From an optimization exercise on the open Yosys and OpenROAD flow, aimed at small area; shortcuts taken in it are not production practice.
In this exercise RTL edits were held to simulation tests only and were not proved equivalent to the original.
No activity file was given, so power comes from the tool's default toggle rates.

===== flow/config.mk =====
export PLATFORM = sky130hd
export DESIGN_NAME = top
export DESIGN_NICKNAME = top
export VERILOG_FILES = /design/flow/design.v
export SDC_FILE = /design/flow/constraint.sdc
export NUM_CORES = 8
export LEC_CHECK = 0
export CAP_MARGIN = 20
export CORE_MARGIN = 2
export CORE_UTILIZATION = 40
export SLEW_MARGIN = 20

===== flow/constraint.sdc =====
create_clock -name core_clock -period 10.0 [get_ports {clk}]
set_input_delay 2.0000 -clock core_clock [delete_from_list [all_inputs] [get_ports {clk}]]
set_output_delay 2.0000 -clock core_clock [all_outputs]
set_load 0.01 [all_outputs]

===== flow/design.v =====
`timescale 1ns / 1ps
module secondTest(
input clk,
input rst,
output ledtest, pulse
    );
    reg [7:0] pwm;
    reg[28:0] count;
    reg pwmm;
    reg flag;
    always @(posedge clk)
    if (rst)
    begin
      count <= 0;
      pwm <= 0;
      pwmm <= 0;
      flag <= 0;
    end
    else
    begin
      count <= count+3;
      if(0 <   count && count <5_000)
     begin
      pwmm <= (pwm < 2)? 1:0;
      end 
      else if(5_001 <   count && count <10_000)
          begin
      pwmm <= (pwm < 4)? 1:0;
      end 
        else if(10_001 <   count && count <15_000)
          begin
      pwmm <= (pwm < 6)? 1:0;
      end 
            else if(15_001 <   count && count <20_000)
          begin
      pwmm <= (pwm < 8)? 1:0;
      end 
            else if(20_001 <   count && count <25_000)
          begin
      pwmm <= (pwm < 10)? 1:0;
      end 
          else if(25_001 <   count && count <30_000)
          begin
      pwmm <= (pwm < 12)? 1:0;
      end 
          else if(30_001 <   count && count <35_000)
          begin
      pwmm <= (pwm < 15)? 1:0;
      end 
          else if(35_001 <   count && count <40_000)
          begin
      pwmm <= (pwm < 17)? 1:0;
      end 
          else if(40_001 <   count && count <45_000)
          begin
      pwmm <= (pwm < 20)? 1:0;
      end 
          else if(45_001 <   count && count <50_000)
          begin
      pwmm <= (pwm < 23)? 1:0;
      end 
          else if(50_001 <   count && count <55_000)
          begin
      pwmm <= (pwm < 25)? 1:0;
      end 
          else if(55_001 <   count && count <60_000)
          begin
      pwmm <= (pwm < 35)? 1:0;
      end 
          else if(60_001 <   count && count <65_000)
          begin
      pwmm <= (pwm < 45)? 1:0;
      end 
          else if(65_001 <   count && count <70_000)
          begin
      pwmm <= (pwm < 55)? 1:0;
      end 
          else if(70_001 <   count && count <75_000)
          begin
      pwmm <= (pwm < 65)? 1:0;
      end 
          else if(75_001 <   count && count <80_000)
          begin
      pwmm <= (pwm < 75)? 1:0;
      end 
          else if(80_001 <   count && count <85_000)
          begin
      pwmm <= (pwm < 85)? 1:0;
      end 
          else if(85_001 <   count && count <90_000)
          begin
      pwmm <= (pwm < 95)? 1:0;
      end 
          else if(90_001 <   count && count <95_000)
          begin
      pwmm <= (pwm < 99)? 1:0;
      end 
          else if(95_001 <   count && count <100_000)
          begin
      pwmm <= (pwm < 99)? 1:0;
      end 
          else if(100_001 <   count && count <105_000)
          begin
      pwmm <= (pwm < 95)? 1:0;
      end 
          else if(105_001 <   count && count <110_000)
          begin
      pwmm <= (pwm < 85)? 1:0;
      end 
          else if(110_001 <   count && count <115_000)
          begin
      pwmm <= (pwm < 75)? 1:0;
      end 
          else if(115_001 <   count && count <120_000)
          begin
      pwmm <= (pwm < 65)? 1:0;
      end 
          else if(120_001 <   count && count <125_000)
          begin
      pwmm <= (pwm < 55)? 1:0;
      end
           else if(125_001 <   count && count <130_000)
          begin
      pwmm <= (pwm < 45)? 1:0;
      end 
          else if(130_001 <   count && count <135_000)
          begin
      pwmm <= (pwm < 35)? 1:0;
      end 
          else if(135_001 <   count && count <140_000)
          begin
      pwmm <= (pwm < 25)? 1:0;
      end 
          else if(140_001 <   count && count <145_000)
          begin
      pwmm <= (pwm < 22)? 1:0;
      end     
      else if(145_001 <   count && count <150_000)
          begin
      pwmm <= (pwm < 20)? 1:0;
      end 
          else if(150_001 <   count && count <155_000)
          begin
      pwmm <= (pwm < 17)? 1:0;
      end
           else if(155_001 <   count && count <160_000)
          begin
      pwmm <= (pwm < 15)? 1:0;
      end    
       else if(160_001 <   count && count <165_000)
          begin
      pwmm <= (pwm < 13)? 1:0;
      end     else if(165_001 <   count && count <170_000)
          begin
      pwmm <= (pwm < 10)? 1:0;
      end     else if(170_001 <   count && count <175_000)
          begin
      pwmm <= (pwm < 7)? 1:0;
      end     else if(175_001 <   count && count <180_000)
          begin
      pwmm <= (pwm < 5)? 1:0;
      end     else if(180_001 <   count && count <185_000)
          begin
      pwmm <= (pwm < 4)? 1:0;
      end     else if(185_001 <   count && count <190_000)
          begin
      pwmm <= (pwm < 2)? 1:0;
      end 
          else if(190_001 <   count && count <195_000)
          begin
      pwmm <= (pwm < 1)? 1:0;
      end 
      else
      begin
      pwmm <= 0;
      end
    if(count == 300_000)
    begin
    count <= 0;
    flag <= 1;
    end
    else 
    begin
     flag <= 0;
    end 
    if(pwm < 100) pwm <= pwm+1;
    else pwm <= 0;
    end
    assign ledtest=pwmm;
   assign pulse = flag;
endmodule
`timescale 1ns / 1ps
module Temp(
input clk, rst,
input pulse, minplus, hrplus,
output [3:0] min, min2, hr1, hr2, plustest
    );
  reg [6:0]seg;
  reg [3:0]interiorMin;
  reg [3:0]interiorMinDos;
  reg [3:0]interiorHour;
  reg [3:0]interiorHourDos;
  reg flag;
  wire mintest = 1'b0;
  reg flag3;
  wire [6:0]segNext = seg+1;
  reg [4:0]hour;
  reg [1:0]hourInc;
  wire step = (flag | minplus) & ~flag3;
  always@(posedge clk)
  begin
  if (rst)
  begin
  seg <= 0;
  flag <= 0;
  end
  else if (pulse)
  begin
  if (segNext == 60)
  begin
 seg  <=0;
  flag <=1;
  end
else
begin
seg <= segNext;
flag <=0;
end
  end
  end
  always@(posedge clk)
  begin
  if (rst)
  flag3 <= 1;
  else
  flag3 <= flag | minplus;
  end
  always@(*)
  begin
  hourInc = {1'b0, hrplus};
  if(interiorMinDos == 5 && interiorMin == 9 )
  hourInc = hourInc + 1;
  hour = interiorHourDos*10 + interiorHour + hourInc;
  if (hour > 12)
  hour = hour - 12;
  end
   always@(posedge clk)
  begin
  if (rst)
  begin
  interiorMin <= 0;
  interiorMinDos <= 0;
  interiorHour <= 1;
  interiorHourDos <= 0;
  end
  else if (step)
  begin
  interiorMin <= interiorMin +1;
  if(interiorMin == 9)
  begin
interiorMin <= 0;
  interiorMinDos <= interiorMinDos +1;
  end
  if(interiorMinDos == 5 && interiorMin == 9 )
  begin
interiorMinDos <= 0;
interiorMin <=0;
end
 if(hour >= 10 )
  begin
interiorHour<= hour - 10;
  interiorHourDos <= 1;
  end
 else
  begin
interiorHour<= hour;
interiorHourDos<= 0;
  end
 end
 end
  assign min = interiorMin;
assign min2 = interiorMinDos;
  assign hr1 = interiorHour;
assign hr2 = interiorHourDos;
assign  plustest = mintest;
endmodule
`timescale 1ns / 1ps
module SevenSegDrive(
input [3:0]min, min2, hr1, hr2,
output [6:0]seg, seg2, seg3, seg4
    );
    reg [6:0]disp;
    reg [6:0]disp2;
      reg [6:0]disp3;
    reg [6:0]disp4;
       always @(*)
    begin
    case(min)
    4'b0000: disp=7'b0000001;  
    4'b0001: disp=7'b1001111;  
    4'b0010: disp=7'b0010010; 
           4'b0011: disp=7'b0000110; 
               4'b0100: disp=7'b1001100; 
                4'b0101: disp=7'b0100100; 
                 4'b0110: disp=7'b0100000; 
                  4'b0111: disp=7'b0001111; 
                   4'b1000: disp=7'b0000000; 
                    4'b1001: disp=7'b0001100; 
       default : disp= 7'b0110000;
                    endcase
                    end
        always @(*)
    begin
    case(min2)
    4'b0000: disp2 =7'b0000001;  
    4'b0001: disp2 =7'b1001111;  
    4'b0010: disp2 =7'b0010010; 
           4'b0011: disp2 =7'b0000110; 
               4'b0100: disp2 =7'b1001100; 
                4'b0101: disp2 =7'b0100100; 
                 4'b0110: disp2 =7'b0100000; 
                       4'b0111: disp2 =7'b0001111; 
                   4'b1000: disp2 =7'b0000000; 
                    4'b1001: disp2 =7'b0001100; 
  default : disp2= 7'b0110000;
                    endcase
                    end    
           always @(*)
    begin
    case(hr1)
    4'b0000: disp3=7'b0000001;  
    4'b0001: disp3=7'b1001111;  
    4'b0010: disp3=7'b0010010; 
           4'b0011: disp3=7'b0000110; 
               4'b0100: disp3=7'b1001100; 
                4'b0101: disp3=7'b0100100; 
                 4'b0110: disp3=7'b0100000; 
                  4'b0111: disp3=7'b0001111; 
                   4'b1000: disp3=7'b0000000; 
                    4'b1001: disp3=7'b0001100; 
       default : disp3= 7'b0110000;
                    endcase
                    end
              always @(*)
    begin
    case(hr2)
    4'b0000: disp4=7'b0000001;  
    4'b0001: disp4=7'b1001111;  
    4'b0010: disp4=7'b0010010; 
           4'b0011: disp4=7'b0000110; 
               4'b0100: disp4=7'b1001100; 
                4'b0101: disp4=7'b0100100; 
                 4'b0110: disp4=7'b0100000; 
                  4'b0111: disp4=7'b0001111; 
                   4'b1000: disp4=7'b0000000; 
                    4'b1001: disp4=7'b0001100; 
       default : disp4= 7'b0110000;
                    endcase
                    end
    assign seg = disp;
     assign seg2 = disp2;
        assign seg3 = disp3;
     assign seg4 = disp4;
endmodule
`timescale 1ns / 1ps
module Habilitador(
input clk,
input rst,
output [3:0]out
    );
    reg [26:0]count;
    reg [0:1]mov;
    reg [0:3]mov2;
   always@(posedge clk)
  begin
   if (rst)
   begin
   count <= 0;
   mov <= 0;
   end
   else if(count + 1 == 100)
   begin
   mov <= mov+1;
   count <= 0;
   end
   else
   count <= count+1;
   end
   always@(*)
   begin
   case(mov)
   2'b00 : mov2 = 7;
    2'b01 : mov2 = 11;
  2'b10 : mov2 = 13;
    2'b11 : mov2 = 14;
default : mov2 = 7;
  endcase
  end
    assign out = mov2;
endmodule
`timescale 1ns / 1ps
module EnableDisplay(
input [3:0]out,
input [6:0]seg1, seg2, seg3, seg4,
output [6:0]Display
    );
    reg [6:0]Interior;
     always@(*)
   begin
   case(out)
 14 : Interior = seg3;  
    13: Interior = seg2 ;  
11 : Interior = seg1;   
   7 : Interior = seg4;  
    default : Interior = 7'b0110000;
    endcase
   end
    assign Display = Interior;
endmodule
`timescale 1ns / 1ps
module top(
input clk,
input rst,
input minplus, hrplus,
output [3:0]out,
output [6:0]Display,
output ledtest,
output plustest
    );
 wire [3:0]min, min2, hr1, hr2;
 wire [6:0]seg, seg2, seg3, seg4;
 wire pulse;
 secondTest u_second(clk, rst, ledtest, pulse);
 Temp u_temp(clk, rst, pulse, minplus, hrplus,  min, min2, hr1, hr2, plustest);
 SevenSegDrive u_sevenseg(min, min2, hr1, hr2,  seg, seg2, seg3, seg4);
 Habilitador u_habil(clk, rst, out);
 EnableDisplay u_enable(out,seg, seg2, seg3, seg4, Display);
endmodule

===== flow/run.sh =====
#!/bin/bash
# synth_recipe.tcl (not shown) runs the flow's synth.tcl, then flattens the netlist and writes it again
# the make line also repeats each setting of config.mk as NAME=value (left out here)
make -C /OpenROAD-flow-scripts/flow DESIGN_CONFIG=/design/flow/config.mk WORK_HOME=/design/flow/orfs CLKGATE_MAP_FILE= SYNTH_SCRIPT=/design/flow/synth_recipe.tcl finish

==> impl_results.md <==
* CP Buf/Inv Count at 5
* Synth Register Bits at 112
* Vias in the first global route at 7813
* Overall Global Routing Usage at 23.10%
* Initial antenna violation count at 0
* Power Density at 102.2 mW/mm^2
* CP Capture Type: flip-flop
* Die Height at 149.3 um
* DRT Wirelength at 25370 um
* Clock root buffer: clkbuf_16
* Core area at 0.02089 mm^2
* Final Max Slew Viols at 0
* Final worst-path setup slack at 3545 ps
* Setup violators final at 0
* CP required at 10270 ps
* Nets at 1153
* Number of flops mapped to enable cells by yosys at 0
* Grt ovf at 0
* Max incr delay on CP at 660 ps
* Largest cells by area after synthesis: dfxtp_1 (27%), nor2_1 (7.0%), ha_1 (5.9%), a21oi_1 (4.6%), nand2_1 (4.0%)
* Syn avg cell area at 7.364 um^2
* Status: no timing/DRC/antenna violations
* PortBufs at 15
* Filler cells at 2156
* Worst Hold Class: reg2reg
* Sequential area share after synthesis at 26.57%
* Drt drc at 0
* Crit Path Category: in2reg
* Die area at 0.02228 mm^2
* Predominant post-synthesis flop cell: dfxtp_1
* Share of cells above drive strength 1 at 4.856%
* Post-DRT Antenna Nets at 0
* Peak VDD IR at 0.07071 mV
* Postcts setup bufs at 0
* H-tree Lvls at 3
* CTS tree: done
* Total CTS buffers at 9
* Final clock skew at 14.98 ps
* Setup WS pre-CTS at 3230 ps
* Synth warnings at 6
* Diode count at 0
* Placed Instances at 1371
* Max_slew headroom at 35.24%
* Syn Std Cell Area at 0.008439 mm^2
* P_leak at 3.196 nW
* Vias per cell at 6.062
* Final min period at 6455 ps
* Async S/R FF share, synth at 0%
* Die W at 149.3 um
* RSZ-0062 raised after global routing: false
* Worst Path Arrival at 6720 ps
* Startpoint types: input port
* Std-Cell Rows at 53
* Clock latency (worst-skew pair) at 360 ps
* Synth top area share at 26.57%
* Average wire per standard cell at 18.29 um
* Critical path peak fanout at 6
* Commonest non-fill, non-tap cells in the layout: nor2_1 (157), dfxtp_1 (112), nand2_1 (91)
* F_max at 154.9 MHz
* Pin count of the biggest net entering global routing at 48
* Slowest CP cell: a211oi_1
* Worst-path clk slew at 80 ps
* First-pass DRT Iterations at 6
* Finished Layout Cells at 1387
* Clock Sinks at 112
* Netlist cell types at 86
* Worst path cell trace: clkdlybuf4s50_1 > ha_1 > fa_1 > ha_1 > inv_1 > fa_1 > xor2_1 > inv_1 > ha_1 > inv_1 > a32oi_1 > nand2_1 > a21oi_1 > a21oi_1 > a211oi_1 > inv_1 > ha_1 > nand2b_1 > o31ai_1
* Hold-fix buffers, CTS at 0
* Layout Utilization at 43.05%
* First-pass GRT wire length at 41370 um
* Setup_tns at 0 ps
* Starting density of the core at 40.40%
* Max Cap Viol at 0
* Measured slew at the worst slew-check pin at 968.9 ps
* Crit share post-route at 64.55%
* Post-cts gate resize count at 0
* 1st-iter DRT viols at 882
* Area leader, netlist: dfxtp_1
* Final Wtd Congestion at 1.036
* R2r worst-path depth at 22
* Max clock buf depth at 2
* Most common cell after layout, fill and taps aside: nor2_1
* Dpl hpwl at 18270 um
* Worst hold path depth at 1
* Crit. path cell count at 19
* CP top delay family: adder cells
* Layout area overhead at 6.568%
* Mapped Cells at 1146
* Hold Violations, Final at 0
* Vias at 8408
* Ports at 17
-- flip-flops by register name, indices dropped and copies added, names as in the netlist --
register and count:
u_temp.interiorHour 4, u_second.count 29, u_enable.seg3 7, u_habil.mov 2, u_enable.seg2 7, u_temp.flag3 1
u_enable.seg4 1, u_temp.interiorHourDos 1, u_temp.flag 1, u_temp.interiorMin 4, u_second.pwm 8, u_temp.interiorMinDos 4
u_temp.seg 7, u_enable.seg1 7, u_second.flag 1, u_habil.count 27, u_second.pwmm 1
-- report_power, final --
part           switching, mW  total, mW  internal [mW]
logic                 0.0532     0.0821         0.0289
clock network          0.184      0.369          0.185
registers             0.0127      0.469          0.456
-- synth_stat cells, types with 12 or more instances --
master      n
dfxtp_1   112
nor3_1     34
nor2_1    157
a31oi_1    15
xor2_1     29
o211ai_1   17
nand2_1    91
buf_2      24
ha_1       40
a211oi_1   17
xnor2_1    29
or3_1      15
o31ai_1    12
nor4_1     18
inv_1      50
a21oi_1    78
nand3_1    52
clkbuf_1   44
o21ai_0    62
nor2b_1    13
nand2b_1   16
and3_1     22
nand4_1    21
-- area by class of cell --
| type | instances | area (um^2) | area share, % |
|---|---|---|---|
| repair buffers | 28 | 247.7 | 2.755 |
| well taps | 275 | 344.1 | 3.826 |
| clock buffers | 10 | 239.0 | 2.657 |
| multi-input cells | 906 | 5663 | 62.97 |
| inverters | 50 | 187.7 | 2.087 |
| clock inverters | 6 | 70.07 | 0.7791 |
| flip-flops and latches | 112 | 2242 | 24.93 |
-- cells by family (layout without fill, tap and decap cells) --
kind of cell	after synthesis	in the layout	share of synthesized area, %
buffers and inverters	129	94	6.449
DFF	112	112	26.57
other	1	2	0.04443
and+or+nand+nor	500	500	30.14
adders and majority gates	42	42	6.405
muxes	8	8	1.097
AOI/OAI and AO/OA	296	296	23.28
xor gates and xnor gates	58	58	6.019
-- metal layers --
metal,up-vias,wire length (um),global-route usage (%)
li1,4065,-,-
met1,3829,11100,30.67
met2,418,10870,36.18
met3,96,2126,4.801
met4,0,1273,10.19
met5,-,0,0
-- stage by stage --
| stage | hold WS, ps | total power, mW | cell area (um^2) |
|---|---|---|---|
| finish | 449.3 | 0.9193 | 8994 |
| floorplan | 409.5 | 0.5345 | 8443 |
| CTS | 450.1 | 0.9333 | 8987 |
| detailed placement | 432.7 | 0.5584 | 8678 |
| global placement | 420.0 | 0.5587 | 8678 |
| global route | 459.2 | 0.9620 | 8994 |
-- path summary, 6_finish.rpt --
path | slack (ps) | to | start
max reg2reg | 4620 | u_enable.seg3[3] | u_temp.interiorMinDos[1]
min | 450 | u_second.count[0] | u_second.count[0]
min reg2reg | 450 | u_second.count[0] | u_second.count[0]
max | 3550 | u_enable.seg3[3] | hrplus

-- port drivers added, routing unchanged --
The results above use ideal ports. As a check the final layout listed here was re-extracted and re-timed, cells and wires unchanged.
Step 1, drivers: a clkbuf_16 drives clk and a buf_2 each remaining input, both assumed.
Step 2, shift: input delay + t, output delay - t, t = (earliest + latest rising clock arrival at the registers) / 2. This alone moves slack from input paths to output paths.
Three values: no drivers, after step 1, after step 2; two values: the first two.
t, ns: 0.403
setup slack, ns: 3.545 / 3.574 / 3.170
cell pins on the clock port's net: 1
After both steps this run still meets setup and hold. For this run, drivers alone change the setup slack by +0.029 ns; drivers and shift together by -0.375 ns.
